From an optimization exercise on the open Yosys and OpenROAD flow, aimed at small area; shortcuts taken in it are not production practice.
Function was checked by simulation only, so behaviour that the tests miss may differ from the original.

`flow/design.v`:
```
function integer min (
	input integer a, b
);
begin
	min = a < b ? a : b;
end
endfunction
function integer max (
	input integer a, b
);
begin
	max = a > b ? a : b;
end
endfunction
function integer flog2 (
	input integer number
);
integer i;
integer count;
begin
	flog2 = 0;
	for(i = 0; i < 32; i = i + 1)
	begin
		if(number&(1<<i))
			flog2 = i;
	end
end
endfunction
function integer clog2 (
	input integer number
);
integer i;
integer count;
begin
	clog2 = 0;
	count = 0;
	for(i = 0; i < 32; i = i + 1)
	begin
		if(number&(1<<i))
		begin
			clog2 = i;
			count = count + 1;
		end
	end
	if(count > 1)
		clog2 = clog2 + 1;
end
endfunction
function integer mux_sum (
	input integer width, select_width
);
integer i, number;
begin
	mux_sum = 0;
	number = 1;
	for(i = select_width; i > 0 && number <= width; i = i - 1)
	begin
		mux_sum = mux_sum + i*(number);
		number = number * 2;
	end
end
endfunction
`timescale 1ns / 1ps
module arbiter_x2 #(
	parameter width = 0,
	parameter select_width = 1
)(
	input enable,
	input [width-1:0] req,
	output reg [width-1:0] grant,
	output reg [select_width-1:0] select,
	output reg valid,
	input clock,
	input reset
);
function integer min (
	input integer a, b
);
begin
	min = a < b ? a : b;
end
endfunction
function integer max (
	input integer a, b
);
begin
	max = a > b ? a : b;
end
endfunction
function integer flog2 (
	input integer number
);
integer i;
integer count;
begin
	flog2 = 0;
	for(i = 0; i < 32; i = i + 1)
	begin
		if(number&(1<<i))
			flog2 = i;
	end
end
endfunction
function integer clog2 (
	input integer number
);
integer i;
integer count;
begin
	clog2 = 0;
	count = 0;
	for(i = 0; i < 32; i = i + 1)
	begin
		if(number&(1<<i))
		begin
			clog2 = i;
			count = count + 1;
		end
	end
	if(count > 1)
		clog2 = clog2 + 1;
end
endfunction
function integer mux_sum (
	input integer width, select_width
);
integer i, number;
begin
	mux_sum = 0;
	number = 1;
	for(i = select_width; i > 0 && number <= width; i = i - 1)
	begin
		mux_sum = mux_sum + i*(number);
		number = number * 2;
	end
end
endfunction
parameter width1 = 1 << ((clog2(width)/2) + (clog2(width)%2));
parameter select_width1 = clog2(width1);
parameter width0 = width/width1;
parameter select_width0 = clog2(width0);
genvar g;
wire [width-1:0] grant1;
wire [(width0*select_width1)-1:0] select1;
wire [width0-1:0] enable1;
wire [width0-1:0] req0;
wire [width0-1:0] grant0;
wire [select_width0-1:0] select0;
wire valid0;
wire [select_width1-1:0] select_mux[width0-1:0];
assign enable1 = grant0 & req0;
always @(posedge clock, posedge reset)
begin
	if(reset)
	begin
		valid <= 0;
		grant <= 0;
		select <= 0;
	end
	else
	begin
		valid <= valid0;
		grant <= grant1;
		select <= { select0, select_mux[select0] };
	end
end
arbiter #(
	.width(width1),
	.select_width(select_width1)
) stage1_arbs[width0-1:0] (
	.enable(enable1),
	.req(req),
	.grant(grant1),
	.select(select1),
	.valid(req0),
	.clock(clock),
	.reset(reset)
);
arbiter #(
	.width(width0),
	.select_width(select_width0)
) stage0_narb (
	.enable(enable),
	.req(req0),
	.grant(grant0),
	.select(select0),
	.valid(valid0),
	.clock(clock),
	.reset(reset)
);
generate
for(g = 0; g < width0; g = g + 1)
begin: gen_mux
	assign select_mux[g] = select1[((g+1)*select_width1)-1-:select_width1];
end
endgenerate
endmodule
module arbiter #(
	parameter width = 0,
	parameter select_width = 1
)(
	input enable,
	input [width-1:0] req,
	output reg [width-1:0] grant,
	output reg [select_width-1:0] select,
	output reg valid,
	input clock,
	input reset
);
function integer min (
	input integer a, b
);
begin
	min = a < b ? a : b;
end
endfunction
function integer max (
	input integer a, b
);
begin
	max = a > b ? a : b;
end
endfunction
function integer flog2 (
	input integer number
);
integer i;
integer count;
begin
	flog2 = 0;
	for(i = 0; i < 32; i = i + 1)
	begin
		if(number&(1<<i))
			flog2 = i;
	end
end
endfunction
function integer clog2 (
	input integer number
);
integer i;
integer count;
begin
	clog2 = 0;
	count = 0;
	for(i = 0; i < 32; i = i + 1)
	begin
		if(number&(1<<i))
		begin
			clog2 = i;
			count = count + 1;
		end
	end
	if(count > 1)
		clog2 = clog2 + 1;
end
endfunction
function integer mux_sum (
	input integer width, select_width
);
integer i, number;
begin
	mux_sum = 0;
	number = 1;
	for(i = select_width; i > 0 && number <= width; i = i - 1)
	begin
		mux_sum = mux_sum + i*(number);
		number = number * 2;
	end
end
endfunction
genvar g;
wire [2*width-2:0] interconnect_req;
wire [2*width-2:0] interconnect_grant;
wire [width-2:0] interconnect_select;
wire [mux_sum(width,clog2(width))-1:0] interconnect_mux;
assign interconnect_req[2*width-2-:width] = req;
assign interconnect_grant[0] = enable;
assign interconnect_mux[mux_sum(width,clog2(width))-1-:width/2] = interconnect_select[width-2-:width/2];
always @(posedge clock, posedge reset)
begin
	if(reset)
	begin
		valid <= 0;
		grant <= 0;
		select <= 0;
	end
	else
	begin
		valid <= interconnect_req[0];
		grant <= interconnect_grant[2*width-2-:width];
		select <= interconnect_mux[clog2(width)-1:0];
	end
end
generate
for(g = width; g >= 2; g = g / 2)
begin: gen_arb
	arbiter_node nodes[(g/2)-1:0] (
		.enable(interconnect_grant[g-2-:g/2]),
		.req(interconnect_req[2*g-2-:g]),
		.grant(interconnect_grant[2*g-2-:g]),
		.select(interconnect_select[g-2-:g/2]),
		.valid(interconnect_req[g-2-:g/2]),
		.clock(clock),
		.reset(reset)
	);
end
endgenerate
generate
for(g = width/2; g >= 2; g = g / 2)
begin: gen_mux
	mux_array #(
		.width(g/2)
	) mux_array[clog2(width/g)-1:0] (
		.in(interconnect_mux[mux_sum(g,clog2(width))-1-:clog2(width/g)*g]),
		.select(interconnect_select[g-2-:g/2]),
		.out(interconnect_mux[mux_sum(g/2,clog2(width))-(g/2)-1-:clog2(width/g)*g/2])
	);
	assign interconnect_mux[mux_sum(g/2,clog2(width))-1-:g/2] = interconnect_select[g-2-:g/2];
end
endgenerate
endmodule
module mux_array #(
	parameter width = 0
)(
	input [(2*width)-1:0] in,
	input [width-1:0] select,
	output [width-1:0] out
);
mux_node nodes[width-1:0] (
	.in(in),
	.select(select),
	.out(out)
	);
endmodule
module mux_node (
	input [1:0] in,
	input select,
	output out
);
assign out = select ?  in[1] : in[0];
endmodule
module arbiter_node (
	input enable,
	input [1:0] req,
	output [1:0] grant,
	output select,
	output valid,
	input clock,
	input reset
);
reg grant_state;
wire next_state;
assign grant[0] = req[0] & ~grant_state & enable;
assign grant[1] = req[1] & grant_state & enable;
assign select = grant_state;
assign valid = (req[0] & ~grant_state) | req[1];
assign next_state = (req[1] & ~req[0]) | (req[1] & grant_state);
always @(posedge clock, posedge reset)
begin
	if(reset)
		grant_state <= 0;
	else
		grant_state <= next_state;
end
endmodule
`timescale 1ns / 1ps
module arbiter256 (
	input enable,
	input [255:0] req,
	output [255:0] grant,
	output [7:0] select,
	output valid,
	input clock,
	input reset
);
arbiter #(
	.width(256),
	.select_width(8)
) arbiter (
	.enable(enable),
	.req(req),
	.grant(grant),
	.select(select),
	.valid(valid),
	.clock(clock),
	.reset(reset)
);
endmodule
```
`flow/run.sh`:
```
#!/bin/bash
# synth_recipe.tcl (not shown) runs the flow's synth.tcl, then flattens the netlist and writes it again
# the make line also repeats each setting of config.mk as NAME=value (left out here)
make -C /OpenROAD-flow-scripts/flow DESIGN_CONFIG=/design/flow/config.mk WORK_HOME=/design/flow/orfs CLKGATE_MAP_FILE= SYNTH_SCRIPT=/design/flow/synth_recipe.tcl finish
```
`flow/config.mk`:
```
export PLATFORM = sky130hd
export DESIGN_NAME = arbiter256
export DESIGN_NICKNAME = arbiter256
export VERILOG_FILES = /design/flow/design.v
export SDC_FILE = /design/flow/constraint.sdc
export NUM_CORES = 4
export LEC_CHECK = 0
export CAP_MARGIN = 20
export CORE_MARGIN = 2
export CORE_UTILIZATION = 40
export SLEW_MARGIN = 20
```
`flow/constraint.sdc`:
```
create_clock -name core_clock -period 3.5 [get_ports {clock}]
set_input_delay 0.7000 -clock core_clock [delete_from_list [all_inputs] [get_ports {clock}]]
set_output_delay 0.7000 -clock core_clock [all_outputs]
set_load 0.01 [all_outputs]
```
==> results.toml, run 1 <==
[logic_synthesis]
synth_seq_cells = 520
synth_top_cells_by_area = "sky130_fd_sc_hd__dfrtp_1, sky130_fd_sc_hd__nor2b_1, sky130_fd_sc_hd__nor2_1"
synth_seq_area_share_pct = 57.4
yosysTopAreaCell = "sky130_fd_sc_hd__dfrtp_1"
synth_top_area_share_pct = 57.4
post_synthesis_cell_area_um2 = 22700
yosysWarningCount = 2
synth_enable_flop_cells = 0
synthesis.nets = 2467
synth_cells = 2208
syn-mean-instance-area_um2 = 10.3
synth_common_cells = "sky130_fd_sc_hd__dfrtp_1, sky130_fd_sc_hd__nor2_1, sky130_fd_sc_hd__nor2b_1, sky130_fd_sc_hd__nand2_1, sky130_fd_sc_hd__a21oi_1"
asyncSetResetFlopFracSynth_pct = 100
dominantRegCellSynth = "sky130_fd_sc_hd__dfrtp_1"
synth.distinct_cells = 70
post-synth-top-count-cell = "sky130_fd_sc_hd__dfrtp_1"

[sta]
timing.final.crit_share_pct = 77.2
tightestPinTransition_ns = 0.791
report.final.setup_viol = 0
grt_setup_unrepaired = "no"
setup-tns-final_ns = 0
final_max_slew_viol_count = 0
min_period_ns = 2.70
fin_skew_ns = 0.0159
holdWs_ns = 0.479
timing.fmax_mhz = 370
fin_ws_ns = 0.798
finalHoldViolations = 0
maxSlewHeadroom_pct = 47.1

[clock_tree]
clock_tree.root_cell = "sky130_fd_sc_hd__clkbuf_16"
clkLatencyLatePin_ns = 0.61
clockBufferDepth = 3
post_cts_resized = 0
post_cts.repair.setup_buffers = 0
worst_setup_hold_path_clk_slew_ns = 0.06
cts_bufs_inserted = 57
clock_sink_count = 520
cts_max_level = 2
hold_buffers = 0
tritoncts = "yes"

[placed_design]
post-place-cells = 3450
post-place-ws_ns = 0.319
dp_hpwl_um = 53600
port_bufs = 523
post_dp_cell_area_um2 = 28900
gp_congestion = 0.887

[cells_and_area]
layout.filler_cells = 5010
layout-area-overhead-vs-synth_pct = 36.5
drive_gt1_share_pct = 5.68
seq_area_um2 = 13000
nets = 3012
stdcell_count = 3568
post-route-cell-area_um2 = 30900
multi_input_area_um2 = 9040

[setup_path]
required_ns = 4.02
timing.critical_path.to_type = "register"
setup.worst_path.class = "register to register"
worstPathArrival_ns = 3.22
worst-path-max-fanout = 12
element_type_at_the_critical_path_start = "register"

[detailed_routing]
total_via_count_in_the_routed_design = 18000
route.detailed.vias_per_inst = 5.04
routed_wirelength_um = 68600
drc = 0
detailedRoute.firstPassIterationCount = 5
drtAntennaViolNets = 0
dr.first_iter.drc_count = 981
wl_per_cell_um = 19.2

[floorplan]
boundaryPins = 524
placement_rows = 87
die_h_um = 242
coreArea_um2 = 56200
initial_utilization_pct = 40.4
width_of_the_chip_um = 242
die_area_um2 = 58600

[global_route]
first_global_vias = 18300
first_pass_grt_wire_length_um = 105000
grt_antenna_before_repair = 21
grt.overflow.total = 0
global_route.usage.total_pct = 23.1
grt_max_degree = 96

[outcome]
outcome = "timing/DRC/antenna clean"

[hold_path]
min_path_type = "register to register"

[job]
max_cap_violations = 0
==> state kept, by name, summed over array words and instances (netlist names) <==
register and count:
arbiter.grant 256, arbiter.gen_arb.nodes.grant_state 255, arbiter.select 8, arbiter.valid 1
==> cells in the final DEF, fill, tap and decap left out, drive strengths merged, types with 19 or more instances in the layout <==
master / netlist / final
clkbuf: 54 / 87
nand2: 162 / 162
mux2i: 76 / 76
o21bai: 19 / 19
a21oi: 126 / 126
a21o: 38 / 38
nor2b: 166 / 166
nor4: 45 / 45
nor3: 95 / 95
a211oi: 85 / 85
buf: 9 / 26
nand4: 20 / 20
nor2: 260 / 260
nand2b: 122 / 122
and3: 23 / 23
nand3: 42 / 42
inv: 100 / 100
and2: 117 / 117
dfrtp: 520 / 520
clkdlybuf4s50: 0 / 523
==> per-layer routing <==
layer	vias up	track usage, %	wire [um]
li1	8649	-	-
met1	8718	28.9	28700
met2	467	38.3	33000
met3	121	6.11	4480
met4	14	8.59	2260
met5	-	0	81
==> per-stage QoR <==
step	util (%)
4_1_cts	55.0
2_1_floorplan	-
3_5_place_dp	51.5
5_1_grt	55.1
3_3_place_gp	51.5
6_report	55.1
==> critical path, stage by stage (launching register included) <==
cell and delay (ns):
sky130_fd_sc_hd__dfrtp_1 0.56, sky130_fd_sc_hd__buf_4 0.27, sky130_fd_sc_hd__nand2_1 0.37, sky130_fd_sc_hd__or3_1 0.52, sky130_fd_sc_hd__nor3_1 0.43, sky130_fd_sc_hd__and2_1 0.25
sky130_fd_sc_hd__nor3b_1 0.20
==> final cells by class <==
type,instances,area share (%)
diodes,14,0.113
clock buffers,87,5.66
clock inverters,17,0.788
inverters,100,1.23
multi-input cells,1525,29.2
flip-flops and latches,520,42.0
well taps,756,3.06
repair buffers,549,17.9
==> path summary, 6_finish.rpt <==
kind	from	to	slack, ns	cells past startpoint
setup / recovery	arbiter.gen_arb[2].nodes[0].grant_state	arbiter.grant[192]	0.80	6
hold / removal	arbiter.gen_arb[256].nodes[7].grant_state	arbiter.grant[14]	0.48	1
setup reg to reg	arbiter.gen_arb[2].nodes[0].grant_state	arbiter.grant[192]	0.80	6
hold reg to reg	arbiter.gen_arb[256].nodes[7].grant_state	arbiter.grant[14]	0.48	1
max in group asynchronous	reset	arbiter.gen_arb[64].nodes[16].grant_state	2.12	3
min in group asynchronous	reset	arbiter.grant[193]	0.75	3
==> kinds of logic after synthesis <==
logic type / after synthesis / synth area share (%)
AOI/OAI and AO/OA: 326 / 10.1
buffers and inverters: 163 / 2.74
DFF: 520 / 57.4
muxes: 82 / 3.65
and+or+nand+nor: 1117 / 26.1
==> run 2, diff against run 1 <==
==> flow/design.v (replaced) <==
function integer min (
	input integer a, b
);
begin
	min = a < b ? a : b;
end
endfunction
function integer max (
	input integer a, b
);
begin
	max = a > b ? a : b;
end
endfunction
function integer flog2 (
	input integer number
);
integer i;
integer count;
begin
	flog2 = 0;
	for(i = 0; i < 32; i = i + 1)
	begin
		if(number&(1<<i))
			flog2 = i;
	end
end
endfunction
function integer clog2 (
	input integer number
);
integer i;
integer count;
begin
	clog2 = 0;
	count = 0;
	for(i = 0; i < 32; i = i + 1)
	begin
		if(number&(1<<i))
		begin
			clog2 = i;
			count = count + 1;
		end
	end
	if(count > 1)
		clog2 = clog2 + 1;
end
endfunction
function integer mux_sum (
	input integer width, select_width
);
integer i, number;
begin
	mux_sum = 0;
	number = 1;
	for(i = select_width; i > 0 && number <= width; i = i - 1)
	begin
		mux_sum = mux_sum + i*(number);
		number = number * 2;
	end
end
endfunction
`timescale 1ns / 1ps
module arbiter (
	input enable,
	input [255:0] req,
	output [255:0] grant,
	output reg [7:0] select,
	output reg valid,
	input clock,
	input reset
);
reg [255:1] s;
wire [511:1] v;
wire [255:1] s_next;
assign v[511:256] = req;
genvar h;
generate
for(h = 1; h < 256; h = h + 1)
begin: gen_node
	assign v[h] = (v[2*h] & ~s[h]) | v[2*h+1];
	assign s_next[h] = v[2*h+1] & (~v[2*h] | s[h]);
end
endgenerate
wire [7:0] p;
assign p[7] = s[1];
assign p[6] = s[{1'b1, p[7]}];
assign p[5] = s[{1'b1, p[7:6]}];
assign p[4] = s[{1'b1, p[7:5]}];
assign p[3] = s[{1'b1, p[7:4]}];
assign p[2] = s[{1'b1, p[7:3]}];
assign p[1] = s[{1'b1, p[7:2]}];
assign p[0] = s[{1'b1, p[7:1]}];
wire hit = req[p];
reg hit_q;
always @(posedge clock, posedge reset)
begin
	if(reset)
	begin
		s <= 0;
		select <= 0;
		valid <= 0;
		hit_q <= 0;
	end
	else
	begin
		s <= s_next;
		select <= p;
		valid <= v[1];
		hit_q <= hit & enable;
	end
end
assign grant = {255'd0, hit_q} << select;
endmodule
`timescale 1ns / 1ps
module arbiter256 (
	input enable,
	input [255:0] req,
	output [255:0] grant,
	output [7:0] select,
	output valid,
	input clock,
	input reset
);
arbiter arbiter (
	.enable(enable),
	.req(req),
	.grant(grant),
	.select(select),
	.valid(valid),
	.clock(clock),
	.reset(reset)
);
endmodule
==> run 2 against run 1 <==
  * Now fails the layout checks on negative setup slack
  * Worst setup slack worse by 6.1 ns
  * Routed wire length is 47% higher
  * Cell count is 9.7% higher
  * Synthesized cell count is 5.7% higher
  * Area after synthesis is 20% lower
  * Worst hold slack better by 0.057 ns
==> results.toml, run 2 <==
[outcome]
outcome = "failed layout checks"
check_failures = "negative setup slack"

[sta]
final_max_slew_viol_count = 0
fin_skew_ns = 0.0337
report.final.setup_viol = 4
min_period_ns = 8.77
maxSlewHeadroom_pct = 54.7
tightestPinTransition_ns = 0.672
finalHoldViolations = 0
timing.fmax_mhz = 114
setup-tns-final_ns = -12.21
grt_setup_unrepaired = "yes"
timing.final.crit_share_pct = 251
fin_ws_ns = -5.27

[logic_synthesis]
synth_seq_cells = 265
yosysTopAreaCell = "sky130_fd_sc_hd__dfrtp_1"
dominantRegCellSynth = "sky130_fd_sc_hd__dfrtp_1"
synth_top_cells_by_area = "sky130_fd_sc_hd__dfrtp_1, sky130_fd_sc_hd__nor2_1, sky130_fd_sc_hd__nor2b_1"
yosysWarningCount = 1
synth_cells = 2333
synth_enable_flop_cells = 0
asyncSetResetFlopFracSynth_pct = 100
syn-mean-instance-area_um2 = 7.81
synthesis.nets = 2592
synth.distinct_cells = 107
synth_top_area_share_pct = 36.4
post-synth-top-count-cell = "sky130_fd_sc_hd__nor2_1"
synth_seq_area_share_pct = 36.4
post_synthesis_cell_area_um2 = 18200
synth_common_cells = "sky130_fd_sc_hd__nor2_1, sky130_fd_sc_hd__nor2b_1, sky130_fd_sc_hd__dfrtp_1, sky130_fd_sc_hd__nand2_1, sky130_fd_sc_hd__mux2i_1"

[floorplan]
boundaryPins = 524
width_of_the_chip_um = 217
die_h_um = 217
coreArea_um2 = 45200
initial_utilization_pct = 40.3
die_area_um2 = 47200
placement_rows = 78

[setup_path]
setup.worst_path.class = "register to register"
required_ns = 3.98
reg2reg_setup_slack_ns = -5.27
critPathMostFrequentCell = "sky130_fd_sc_hd__buf_4"
worstPathArrival_ns = 9.25
critPathSlowestCell = "sky130_fd_sc_hd__mux4_2"
critPathTopFamily = "compound AO/OA/AOI/OAI gates"
worst_path_largest_cell_delay_ns = 0.52
timing.critical_path.to_type = "register"
worst-path-max-fanout = 8
element_type_at_the_critical_path_start = "register"
crit_buf_inv = 11

[detailed_routing]
routed_wirelength_um = 101000
drtAntennaViolNets = 0
wl_per_cell_um = 25.7
total_via_count_in_the_routed_design = 22300
detailedRoute.firstPassIterationCount = 7
drc = 0
dr.first_iter.drc_count = 2199
route.detailed.vias_per_inst = 5.71

[clock_tree]
worst_setup_hold_path_clk_slew_ns = 0.07
clkLatencyLatePin_ns = 0.61
cts_max_level = 1
cts_bufs_inserted = 30
clock_sink_count = 265
clock_tree.root_cell = "sky130_fd_sc_hd__clkbuf_16"
tritoncts = "yes"
clockBufferDepth = 3

[global_route]
grt_antenna_before_repair = 6
first_pass_grt_wire_length_um = 144000
grt.overflow.total = 0
global_route.usage.total_pct = 41.5
first_global_vias = 22100
grt_max_degree = 96

[cells_and_area]
postLayoutCoreUtil_pct = 65.6
drive_gt1_share_pct = 22.0
layout_commonest_cell = "sky130_fd_sc_hd__nor2_1"
layout-area-overhead-vs-synth_pct = 62.8
most_used_cells_in_the_layout_excluding_fill_and_tap_cells = "sky130_fd_sc_hd__nor2_1, sky130_fd_sc_hd__clkdlybuf4s50_1, sky130_fd_sc_hd__buf_4"
layout.filler_cells = 3883
number_of_flip_flops_in_the_largest_register = 255
biggestRegsByFlops = "arbiter.s (255), arbiter.select (8)"
max_flop_register = "arbiter.s"
nets = 3547

[hold_path]
min_path_type = "register to register"

[placed_design]
post-place-ws_ns = -5.63
gp_congestion = 1.03
dp_hpwl_um = 81400
port_bufs = 523

[job]
max_cap_violations = 0
run 2: changes by cell type after synthesis, moves of 55 or more:
cell | previous run | this run
sky130_fd_sc_hd__a211oi_1 | 85 | 26
sky130_fd_sc_hd__and2_1 | 117 | 3
sky130_fd_sc_hd__dfrtp_1 | 520 | 265
sky130_fd_sc_hd__inv_1 | 100 | 45
sky130_fd_sc_hd__nand2b_1 | 118 | 3
sky130_fd_sc_hd__nor2_1 | 260 | 672
sky130_fd_sc_hd__nor2b_1 | 166 | 284
sky130_fd_sc_hd__o21ai_0 | 6 | 78
run 2: what timing repair did:
action / 4_1_cts / 5_1_grt
gates resized for setup: 102 / 38
cloned: 3 / 0
hold buffers: 0 / 0
endpoints found under the setup margin: 119 / 155
pin swaps: 39 / 23
buffers inserted: 37 / 12
run 2: per-stage QoR:
step                      cells  hold slack (ns)  cell area, um2
after floorplan            2333            0.457           18500
after global placement     3807            0.510           27500
after detailed placement   3807            0.516           27500
after CTS                  3901            0.530           29400
after global routing       3915            0.559           29600
final                      3915            0.536           29600
run 2: kinds of logic after synthesis:
kind of cell	Yosys count	synth area share, %
and+or+nand+nor	1322	33.4
muxes	147	8.47
xor gates and xnor gates	2	0.0962
buffers and inverters	160	4.22
AOI/OAI and AO/OA	437	17.4
DFF	265	36.4
run 2: cell type report:
class | instances | area [um2] | area share [%]
Sequential cell | 265 | 6640 | 22.4
Inverter | 50 | 196 | 0.663
Multi-Input combinational cell | 1908 | 11500 | 38.9
Antenna cell | 3 | 7.51 | 0.0253
Clock inverter | 12 | 150 | 0.506
Tap cell | 600 | 751 | 2.53
Timing Repair Buffer | 1033 | 9500 | 32.0
Clock buffer | 44 | 863 | 2.91
run 2: final timing paths:
path,to,depth (start not counted),from
max,arbiter.hit_q,39,arbiter.s[1]
min,arbiter.s[59],2,arbiter.s[59]
max reg2reg,arbiter.hit_q,39,arbiter.s[1]
min reg2reg,arbiter.s[59],2,arbiter.s[59]
max in group asynchronous,arbiter.select[2],4,reset
min in group asynchronous,arbiter.s[197],3,reset
run 2: tightest hold or removal path, cell delays in order (launching register included):
cell and delay [ns]:
sky130_fd_sc_hd__dfrtp_1 0.35, sky130_fd_sc_hd__nor2_1 0.06, sky130_fd_sc_hd__nor2_1 0.09
run 2: per-layer routing:
metal	track usage, %	up-vias	wire (um)	part of all wire, %
met5	0	-	36	0.036
li1	-	9909	-	-
met1	47.7	10700	36800	37
met3	8.08	354	8490	8.4
met4	26.0	6	7380	7.3
met2	71.0	1376	47800	48

==> separate check: timing with driven ports <==
The results above use ideal ports. As a check the final layouts listed here were re-extracted and re-timed, cells and wires unchanged.
Step 1, drivers: a clkbuf_16 drives clock and a buf_2 each remaining input, both assumed.
Step 2 adds t to the input delays and takes it off the output delays; t is the mean of the earliest and latest rising clock arrival at the registers after step 1. Input paths then give back, and output paths get back, about the clock's delay inside the block.
a / b / c = no drivers / after step 1 / after step 2; a / b = the first two.
run	t, ns	setup slack, ns	pins driven straight from the clock port
run 1	0.661	0.798 / 0.798 / 0.246	1
run 2	0.649	-5.269 / -5.269 / -5.269	1
The setup slack of run 1, which loses most, moves by 0.000 ns with the drivers and by -0.552 ns with both steps.
